This design comes from an exercise in tuning for small area and a short achievable clock period on the open sky130 flow, not from production work.
No functional check of the RTL was part of any run shown here.

==> flow/design.v, too long to show whole: its modules and the start of the top module <==
// module bubble_sort: 884 lines
// module sort_mux16: 5 lines
// module sort_mux1: 3 lines
// module sort_inv: 3 lines
// module sort_inv16: 3 lines
// module sort_cmp: 26 lines
// module sort_xnor: 3 lines
// module sort_mux2i: 3 lines
// module sort_nand2: 3 lines
// module sort_nor2: 3 lines
module bubble_sort (
    input  logic         clk,
    input  logic         rst_n,
    input  logic         in_vld,
    input  logic [255:0] data_in,
    output logic         out_vld,
    output logic [255:0] data_o
);
  // ...
==> flow/flow/run.sh <==
#!/bin/bash
# The standard layout (standard.sh: the standard synthesis and ORFS steps
# unchanged), except that the buffer ORFS puts on every input and output port
# is a sky130_fd_sc_hd__buf_1 instead of the cell buffer_ports picks by default.
set -euo pipefail
bash standard.sh "BUFFER_PORTS_ARGS=-buffer_cell sky130_fd_sc_hd__buf_1" finish > standard.log 2>&1
==> flow/standard.sh <==
#!/bin/bash
# synth_recipe.tcl (not shown) runs the flow's synth.tcl, then flattens the netlist and writes it again
# the make line also repeats each setting of config.mk as NAME=value (left out here)
make -C /OpenROAD-flow-scripts/flow DESIGN_CONFIG=/design/flow/config.mk WORK_HOME=/design/flow/orfs CLKGATE_MAP_FILE= SYNTH_SCRIPT=/design/flow/synth_recipe.tcl "${@:-finish}"
==> flow/config.mk <==
export PLATFORM = sky130hd
export DESIGN_NAME = bubble_sort
export DESIGN_NICKNAME = bubble_sort
export VERILOG_FILES = /design/flow/design.v
export SDC_FILE = /design/flow/constraint.sdc
export NUM_CORES = 4
export LEC_CHECK = 0
export CAP_MARGIN = 20
export CORE_MARGIN = 2
export CORE_UTILIZATION = 50
export CTS_CLUSTER_DIAMETER = 120
export CTS_CLUSTER_SIZE = 30
export SLEW_MARGIN = 20
export SYNTH_HIERARCHICAL = 1
export SYNTH_MINIMUM_KEEP_SIZE = 0
==> flow/constraint.sdc <==
create_clock -name core_clock -period 45.0 [get_ports {clk}]
set_input_delay 9.0000 -clock core_clock [delete_from_list [all_inputs] [get_ports {clk}]]
set_output_delay 9.0000 -clock core_clock [all_outputs]
set_load 0.01 [all_outputs]
==> flow_metrics.env, run 1 <==
export IMPL_postCtsResizedCells=0
export IMPL_synth_edf_count=0
export IMPL_buf_share_pct=3.98
export IMPL_rsz0062_at_grt="false"
export IMPL_grt_pass1_wl_mm=285
export IMPL_ys_warn_count=7
export IMPL_grtUsageMet3_pct=5.12
export IMPL_drc=0
export IMPL_status="timing/DRC/antenna clean"
export IMPL_final_cell_area_sq_um=53200
export IMPL_drt_vias_per_instance=6.59
export IMPL_cts_buffers=31
export IMPL_ios=516
export IMPL_critPathCapture="data_o[77]"
export IMPL_die_height_microns=316
export IMPL_core_area_sq_um=96600
export IMPL_fillers=9125
export IMPL_synth_xor_area_share_pct=16.2
export IMPL_cap_violations=0
export IMPL_syn_inst=5587
export IMPL_cts_root_buffer="clkbuf_16"
export IMPL_cp_data_arrival_time_ns=1.23
export IMPL_grt_util_met1_pct=48.9
export IMPL_insertion_delay_ns=0.71
export IMPL_dpl_cell_area_sq_um=52300
export IMPL_place_inst=7402
export IMPL_crit_path_start_kind="flop"
export IMPL_cts_clk_slew_worst_paths_ns=0.11
==> run 2, diff against run 1 <==
--- a/flow/design.v
+++ b/flow/design.v
@@ -524,32 +524,50 @@
     sort_inv u_it_5_13_14 (.a(s_5_13_14), .y(t_5_13_14));
     logic snh_5_13_14, snl_5_13_14, sh_5_13_14, sl_5_13_14;
     sort_inv u_ih_5_13_14 (.a(s_5_13_14), .y(snh_5_13_14));
     sort_inv u_il_5_13_14 (.a(s_5_13_14), .y(snl_5_13_14));
     sort_inv u_jh_5_13_14 (.a(t_5_13_14), .y(sh_5_13_14));
     sort_inv u_jl_5_13_14 (.a(t_5_13_14), .y(sl_5_13_14));
     sort_mux16 u_h_5_13_14 (.a(lo_4_12_14), .b(hi_4_13_15), .s(sh_5_13_14), .sn(snh_5_13_14), .y(hi_5_13_14));
     sort_mux16 u_l_5_13_14 (.a(hi_4_13_15), .b(lo_4_12_14), .s(sl_5_13_14), .sn(snl_5_13_14), .y(lo_5_13_14));
+    logic s_6_1_4;
+    sort_cmp u_c_6_1_4 (.x(hi_5_4_6), .y(hi_5_1_2), .lt(s_6_1_4));
+    logic s_6_2_6;
+    sort_cmp u_c_6_2_6 (.x(lo_5_4_6), .y(lo_5_1_2), .lt(s_6_2_6));
+    logic s_6_5_8;
+    sort_cmp u_c_6_5_8 (.x(hi_5_8_10), .y(hi_5_5_7), .lt(s_6_5_8));
+    logic s_6_7_10;
+    sort_cmp u_c_6_7_10 (.x(lo_5_8_10), .y(lo_5_5_7), .lt(s_6_7_10));
+    logic s_6_9_13;
+    sort_cmp u_c_6_9_13 (.x(hi_5_13_14), .y(hi_5_9_11), .lt(s_6_9_13));
+    logic s_6_11_14;
+    sort_cmp u_c_6_11_14 (.x(lo_5_13_14), .y(lo_5_9_11), .lt(s_6_11_14));
     logic [15:0] r1_0;
     logic [15:0] r1_1;
     logic [15:0] r1_2;
     logic [15:0] r1_3;
     logic [15:0] r1_4;
     logic [15:0] r1_5;
     logic [15:0] r1_6;
     logic [15:0] r1_7;
     logic [15:0] r1_8;
     logic [15:0] r1_9;
     logic [15:0] r1_10;
     logic [15:0] r1_11;
     logic [15:0] r1_12;
     logic [15:0] r1_13;
     logic [15:0] r1_14;
     logic [15:0] r1_15;
+    logic s_6_1_4_q;
+    logic s_6_2_6_q;
+    logic s_6_5_8_q;
+    logic s_6_7_10_q;
+    logic s_6_9_13_q;
+    logic s_6_11_14_q;
     always_ff @(posedge clk) begin
         r1_0 <= hi_4_0_2;
         r1_1 <= hi_5_1_2;
         r1_2 <= lo_5_1_2;
         r1_3 <= hi_5_3_12;
         r1_4 <= hi_5_4_6;
         r1_5 <= hi_5_5_7;
         r1_6 <= lo_5_4_6;
@@ -557,85 +575,79 @@
         r1_8 <= hi_5_8_10;
         r1_9 <= hi_5_9_11;
         r1_10 <= lo_5_8_10;
         r1_11 <= lo_5_9_11;
         r1_12 <= lo_5_3_12;
         r1_13 <= hi_5_13_14;
         r1_14 <= lo_5_13_14;
         r1_15 <= lo_4_13_15;
+        s_6_1_4_q <= s_6_1_4;
+        s_6_2_6_q <= s_6_2_6;
+        s_6_5_8_q <= s_6_5_8;
+        s_6_7_10_q <= s_6_7_10;
+        s_6_9_13_q <= s_6_9_13;
+        s_6_11_14_q <= s_6_11_14;
     end
-    logic s_6_1_4;
-    sort_cmp u_c_6_1_4 (.x(r1_4), .y(r1_1), .lt(s_6_1_4));
-    logic s_6_2_6;
-    sort_cmp u_c_6_2_6 (.x(r1_6), .y(r1_2), .lt(s_6_2_6));
-    logic s_6_5_8;
-    sort_cmp u_c_6_5_8 (.x(r1_8), .y(r1_5), .lt(s_6_5_8));
-    logic s_6_7_10;
-    sort_cmp u_c_6_7_10 (.x(r1_10), .y(r1_7), .lt(s_6_7_10));
-    logic s_6_9_13;
-    sort_cmp u_c_6_9_13 (.x(r1_13), .y(r1_9), .lt(s_6_9_13));
-    logic s_6_11_14;
-    sort_cmp u_c_6_11_14 (.x(r1_14), .y(r1_11), .lt(s_6_11_14));
     logic [15:0] hi_6_1_4, lo_6_1_4;
     logic t_6_1_4;
-    sort_inv u_it_6_1_4 (.a(s_6_1_4), .y(t_6_1_4));
+    sort_inv u_it_6_1_4 (.a(s_6_1_4_q), .y(t_6_1_4));
     logic snh_6_1_4, snl_6_1_4, sh_6_1_4, sl_6_1_4;
-    sort_inv u_ih_6_1_4 (.a(s_6_1_4), .y(snh_6_1_4));
-    sort_inv u_il_6_1_4 (.a(s_6_1_4), .y(snl_6_1_4));
+    sort_inv u_ih_6_1_4 (.a(s_6_1_4_q), .y(snh_6_1_4));
+    sort_inv u_il_6_1_4 (.a(s_6_1_4_q), .y(snl_6_1_4));
     sort_inv u_jh_6_1_4 (.a(t_6_1_4), .y(sh_6_1_4));
     sort_inv u_jl_6_1_4 (.a(t_6_1_4), .y(sl_6_1_4));
     sort_mux16 u_h_6_1_4 (.a(r1_4), .b(r1_1), .s(sh_6_1_4), .sn(snh_6_1_4), .y(hi_6_1_4));
     sort_mux16 u_l_6_1_4 (.a(r1_1), .b(r1_4), .s(sl_6_1_4), .sn(snl_6_1_4), .y(lo_6_1_4));
     logic [15:0] hi_6_2_6, lo_6_2_6;
     logic t_6_2_6;
-    sort_inv u_it_6_2_6 (.a(s_6_2_6), .y(t_6_2_6));
+    sort_inv u_it_6_2_6 (.a(s_6_2_6_q), .y(t_6_2_6));
     logic snh_6_2_6, snl_6_2_6, sh_6_2_6, sl_6_2_6;
-    sort_inv u_ih_6_2_6 (.a(s_6_2_6), .y(snh_6_2_6));
-    sort_inv u_il_6_2_6 (.a(s_6_2_6), .y(snl_6_2_6));
+    sort_inv u_ih_6_2_6 (.a(s_6_2_6_q), .y(snh_6_2_6));
+    sort_inv u_il_6_2_6 (.a(s_6_2_6_q), .y(snl_6_2_6));
     sort_inv u_jh_6_2_6 (.a(t_6_2_6), .y(sh_6_2_6));
     sort_inv u_jl_6_2_6 (.a(t_6_2_6), .y(sl_6_2_6));
     sort_mux16 u_h_6_2_6 (.a(r1_6), .b(r1_2), .s(sh_6_2_6), .sn(snh_6_2_6), .y(hi_6_2_6));
     sort_mux16 u_l_6_2_6 (.a(r1_2), .b(r1_6), .s(sl_6_2_6), .sn(snl_6_2_6), .y(lo_6_2_6));
     logic [15:0] hi_6_5_8, lo_6_5_8;
     logic t_6_5_8;
-    sort_inv u_it_6_5_8 (.a(s_6_5_8), .y(t_6_5_8));
+    sort_inv u_it_6_5_8 (.a(s_6_5_8_q), .y(t_6_5_8));
     logic snh_6_5_8, snl_6_5_8, sh_6_5_8, sl_6_5_8;
-    sort_inv u_ih_6_5_8 (.a(s_6_5_8), .y(snh_6_5_8));
-    sort_inv u_il_6_5_8 (.a(s_6_5_8), .y(snl_6_5_8));
+    sort_inv u_ih_6_5_8 (.a(s_6_5_8_q), .y(snh_6_5_8));
+    sort_inv u_il_6_5_8 (.a(s_6_5_8_q), .y(snl_6_5_8));
     sort_inv u_jh_6_5_8 (.a(t_6_5_8), .y(sh_6_5_8));
     sort_inv u_jl_6_5_8 (.a(t_6_5_8), .y(sl_6_5_8));
     sort_mux16 u_h_6_5_8 (.a(r1_8), .b(r1_5), .s(sh_6_5_8), .sn(snh_6_5_8), .y(hi_6_5_8));
     sort_mux16 u_l_6_5_8 (.a(r1_5), .b(r1_8), .s(sl_6_5_8), .sn(snl_6_5_8), .y(lo_6_5_8));
     logic [15:0] hi_6_7_10, lo_6_7_10;
     logic t_6_7_10;
-    sort_inv u_it_6_7_10 (.a(s_6_7_10), .y(t_6_7_10));
+    sort_inv u_it_6_7_10 (.a(s_6_7_10_q), .y(t_6_7_10));
     logic snh_6_7_10, snl_6_7_10, sh_6_7_10, sl_6_7_10;
-    sort_inv u_ih_6_7_10 (.a(s_6_7_10), .y(snh_6_7_10));
-    sort_inv u_il_6_7_10 (.a(s_6_7_10), .y(snl_6_7_10));
+    sort_inv u_ih_6_7_10 (.a(s_6_7_10_q), .y(snh_6_7_10));
+    sort_inv u_il_6_7_10 (.a(s_6_7_10_q), .y(snl_6_7_10));
     sort_inv u_jh_6_7_10 (.a(t_6_7_10), .y(sh_6_7_10));
     sort_inv u_jl_6_7_10 (.a(t_6_7_10), .y(sl_6_7_10));
     sort_mux16 u_h_6_7_10 (.a(r1_10), .b(r1_7), .s(sh_6_7_10), .sn(snh_6_7_10), .y(hi_6_7_10));
     sort_mux16 u_l_6_7_10 (.a(r1_7), .b(r1_10), .s(sl_6_7_10), .sn(snl_6_7_10), .y(lo_6_7_10));
     logic [15:0] hi_6_9_13, lo_6_9_13;
     logic t_6_9_13;
-    sort_inv u_it_6_9_13 (.a(s_6_9_13), .y(t_6_9_13));
+    sort_inv u_it_6_9_13 (.a(s_6_9_13_q), .y(t_6_9_13));
     logic snh_6_9_13, snl_6_9_13, sh_6_9_13, sl_6_9_13;
-    sort_inv u_ih_6_9_13 (.a(s_6_9_13), .y(snh_6_9_13));
-    sort_inv u_il_6_9_13 (.a(s_6_9_13), .y(snl_6_9_13));
+    sort_inv u_ih_6_9_13 (.a(s_6_9_13_q), .y(snh_6_9_13));
+    sort_inv u_il_6_9_13 (.a(s_6_9_13_q), .y(snl_6_9_13));
     sort_inv u_jh_6_9_13 (.a(t_6_9_13), .y(sh_6_9_13));
     sort_inv u_jl_6_9_13 (.a(t_6_9_13), .y(sl_6_9_13));
     sort_mux16 u_h_6_9_13 (.a(r1_13), .b(r1_9), .s(sh_6_9_13), .sn(snh_6_9_13), .y(hi_6_9_13));
     sort_mux16 u_l_6_9_13 (.a(r1_9), .b(r1_13), .s(sl_6_9_13), .sn(snl_6_9_13), .y(lo_6_9_13));
     logic [15:0] hi_6_11_14, lo_6_11_14;
     logic t_6_11_14;
-    sort_inv u_it_6_11_14 (.a(s_6_11_14), .y(t_6_11_14));
+    sort_inv u_it_6_11_14 (.a(s_6_11_14_q), .y(t_6_11_14));
     logic snh_6_11_14, snl_6_11_14, sh_6_11_14, sl_6_11_14;
-    sort_inv u_ih_6_11_14 (.a(s_6_11_14), .y(snh_6_11_14));
-    sort_inv u_il_6_11_14 (.a(s_6_11_14), .y(snl_6_11_14));
+    sort_inv u_ih_6_11_14 (.a(s_6_11_14_q), .y(snh_6_11_14));
+    sort_inv u_il_6_11_14 (.a(s_6_11_14_q), .y(snl_6_11_14));
     sort_inv u_jh_6_11_14 (.a(t_6_11_14), .y(sh_6_11_14));
     sort_inv u_jl_6_11_14 (.a(t_6_11_14), .y(sl_6_11_14));
     sort_mux16 u_h_6_11_14 (.a(r1_14), .b(r1_11), .s(sh_6_11_14), .sn(snh_6_11_14), .y(hi_6_11_14));
     sort_mux16 u_l_6_11_14 (.a(r1_11), .b(r1_14), .s(sl_6_11_14), .sn(snl_6_11_14), .y(lo_6_11_14));
     logic s_7_2_4;
     sort_cmp u_c_7_2_4 (.x(hi_6_2_6), .y(lo_6_1_4), .lt(s_7_2_4));
     logic [15:0] iv0;
     sort_inv16 u_iv0 (.a(lo_6_2_6), .y(iv0));
==> flow_metrics.env, run 2 <==
export IMPL_status="timing/DRC/antenna clean"
export IMPL_finClkSkew_ns=0.0381
export IMPL_syn2layout_area_growth_pct=9.02
export IMPL_multiInputGateArea_sq_um=31400
export IMPL_slew_violations=0
export IMPL_via_count=48739
export IMPL_endpoint_kind="primary output"
export IMPL_synthArstFlopShare_pct=0.382
export IMPL_drtAntennaViolNets=0
export IMPL_wl_per_cell_microns=26.5
export IMPL_drc=0
export IMPL_slowest_delay_ns=0.33
export IMPL_critPathCapture="data_o[75]"
export IMPL_synth_area_sq_um=48700
export IMPL_grt_pass1_vias=43654
export IMPL_wirelength_mm=197
export IMPL_r2r_start="s_1_2_15_q$_DFF_P_"
export IMPL_cap_violations=0
export IMPL_yosysMostFrequentCell="o22ai_1"
export IMPL_grt_start_max_net_pins=32
export IMPL_core_area_sq_um=96600
export IMPL_synth_top_cell_area_share_pct=32.1
export IMPL_synth_common_cells="1,920 x o22ai_1, 900 x mux2i_1, 900 x xnor2_1"
export IMPL_io_buffer_count=515
export IMPL_final_common_cell="o22ai_1"
export IMPL_post_dp_hpwl_mm=162
export IMPL_syn_avg_cell_area_sq_um=8.71
export IMPL_fillers=9157
export IMPL_synthFlopType="dfxtp_1"
export IMPL_drt_first_pass_iters=8
export IMPL_syn_num_nets=5852
export IMPL_dieArea_sq_um=99900
export IMPL_period_needed_ns=10.22
export IMPL_drtIter0Drc=6598
export IMPL_crit_required_ns=36.00
export IMPL_post_cts_buffers=0
export IMPL_r2r_slack_ns=34.90
export IMPL_ctsHoldBuffers=0
export IMPL_cp_data_arrival_time_ns=1.22
export IMPL_drt_vias_per_instance=6.57
export IMPL_r2r_end="s_6_1_4_q$_DFF_P_"
export IMPL_syn_inst=5593
export IMPL_postCtsResizedCells=0
export IMPL_path_cells="buf_1"
export IMPL_cts_root_buffer="clkbuf_16"
export IMPL_clock_sinks=785
export IMPL_critPathKind="flop to primary output"
export IMPL_ys_warn_count=7
export IMPL_worst_slew_pin_slew_ns=1.29
export IMPL_cts_htree_levels=1
export IMPL_period_share_pct=22.7
export IMPL_place_gp_congestion=1.06
export IMPL_synth_edf_count=0
export IMPL_r2r_cells=39
export IMPL_cp_max_fo=1
export IMPL_tritoncts="done"
export IMPL_cp_top_family="flip-flops"
export IMPL_slowest_stage="dfxtp_1"
export IMPL_start_util_pct=50.4
export IMPL_cts_buffers=31
export IMPL_synth_seq_cells=785
export IMPL_synth_top_area_cell="dfxtp_1"
export IMPL_critical_path_depth=1
export IMPL_crit_path_start_kind="flop"
export IMPL_overflow=0
export IMPL_ys_types=8
export IMPL_ys_seq_area_share_pct=32.3
export IMPL_setup_viol=0
export IMPL_final_layout_size_suffix_gt1_share_pct=0.618
export IMPL_hold_viol_final=0
export IMPL_fmax_ghz=0.0978
export IMPL_grt_pass1_wl_mm=280
export IMPL_final_util_pct=55.0
export IMPL_relSlewSlack_pct=14.1
export IMPL_final_cell_mix="1,918 x o22ai_1, 900 x xnor2_1, 900 x mux2i_1, 782 x dfxtp_1, 515 x buf_1"
export IMPL_finalSetupTns_ns=0
export IMPL_fp_dieW_microns=316
export IMPL_antenna_found_initial=0
export IMPL_rows=114
export IMPL_startpoint="r2_4[11]$_DFF_P_"
export IMPL_final_nets=6400
export IMPL_insertion_delay_ns=0.69
export IMPL_cts_path_max_buffers=3
export IMPL_die_height_microns=316
export IMPL_grt_usage_pct=37.1
export IMPL_critical_path_buf_inv_count=1
export IMPL_rsz0062_at_grt="false"
export IMPL_synth_area_leaders="dfxtp_1 32%, o22ai_1 25%, mux2i_1 18%"
export IMPL_ios=516
export IMPL_cts_clk_slew_worst_paths_ns=0.11
export IMPL_seq_area_sq_um=15700
export IMPL_worstHoldPathType="flop to flop"
[run 2: cell types whose count changed in the layout (fill, tap and decap cells not counted), sizes merged]
| cell | change |
|---|---|
| dfxtp | +6 |
| buf | -25 |
| clkbuf | -3 |
| clkinv | -1 |
| diode | +1 |
[run 2: stage by stage]
| step | setup WS, ns | instance area [sq um] | cells | hold slack, ns |
|---|---|---|---|---|
| global placement | 34.90 | 52200 | 7384 | 0.311 |
| CTS | 34.75 | 53100 | 7421 | 0.335 |
| floorplan | 35.17 | 48700 | 5593 | 0.310 |
| global route | 34.24 | 53100 | 7421 | 0.338 |
| finish | 34.78 | 53100 | 7423 | 0.333 |
| detailed placement | 34.88 | 52200 | 7384 | 0.312 |
[run 2: per-module statistics from Yosys (local to each module, per instance), excerpt]
module | cells | flops+latches
sort_nor2 | 1 | 0
sort_mux2i | 1 | 0
sort_inv | 1 | 0
sort_mux1 | 1 | 0
bubble_sort | 785 | 785
sort_inv16 | 16 | 0
sort_nand2 | 1 | 0
sort_xnor | 1 | 0
[run 2: metal layers]
metal  share of wire [%]  GRT usage, %  vias up  wire length (microns)
met3                 8.6          5.19      462                  16900
met4                 5.9          19.3        0                  11700
met1                  40          48.2    23208                  79600
li1                    -             -    22416                      -
met5                   0             0        -                      0
met2                  45          59.8     2653                  88400
[run 2: cell type report]
type	count	area share, %
Clock buffer	32	1.47
Antenna cell	2	0.00942
Multi-Input combinational cell	4380	59.1
Sequential cell	785	29.6
Clock inverter	5	0.130
Inverter	428	3.02
Timing Repair Buffer	515	3.64
Tap cell	1276	3.01
[run 2: worst min-delay path by stage]
stage                          start          endpoint  slack (ns)  cells after the start
finish               r1_0[5]$_DFF_P_   r2_0[5]$_DFF_P_        0.33                      0
global route         r1_0[5]$_DFF_P_   r2_0[5]$_DFF_P_        0.34                      0
CTS                  r1_0[5]$_DFF_P_   r2_0[5]$_DFF_P_        0.34                      0
detailed placement  r1_0[14]$_DFF_P_  r2_0[14]$_DFF_P_        0.31                      0
global placement     r1_0[5]$_DFF_P_   r2_0[5]$_DFF_P_        0.31                      0
floorplan            r1_0[0]$_DFF_P_   r2_0[0]$_DFF_P_        0.31                      0
[run 2: cell families after synthesis]
logic type,Yosys count,synth area share (%)
XOR/XNOR,900,16.2
AND/OR/NAND/NOR,660,5.09
AO/OA/AOI/OAI,1920,24.7
buffers and inverters,428,3.30
multiplexers,900,18.5
flip-flops,785,32.3

what the ideal ports hide:
In the flow no input, the clock included, has a driving cell. The finished layouts below were timed again as built, in two steps.
Step 1 sets driving cells, clkbuf_16 on the clock port and buf_2 on the other inputs (assumed; they add their load-dependent delay and slew).
Step 2 times the ports against the registers' clock, not the clock port: input delays grow and output delays shrink by t, the midpoint of the rising clock arrivals with the driver on.
Three values: ideal ports, drivers, drivers and shift; two values: the first two.
| run | shift t [ns] | setup slack, ns | clock arrival spread, ns | worst register clock-pin slew, ns | cell pins on the clock port's net |
|---|---|---|---|---|---|
| run 1 | 0.768 | 34.766 / 34.688 / 34.794 | 0.047 / 0.047 | 0.12 / 0.12 | 1 |
| run 2 | 0.748 | 34.778 / 34.701 / 34.838 | 0.041 / 0.041 | 0.11 / 0.11 | 1 |
After both steps setup and hold are still met in every run listed.
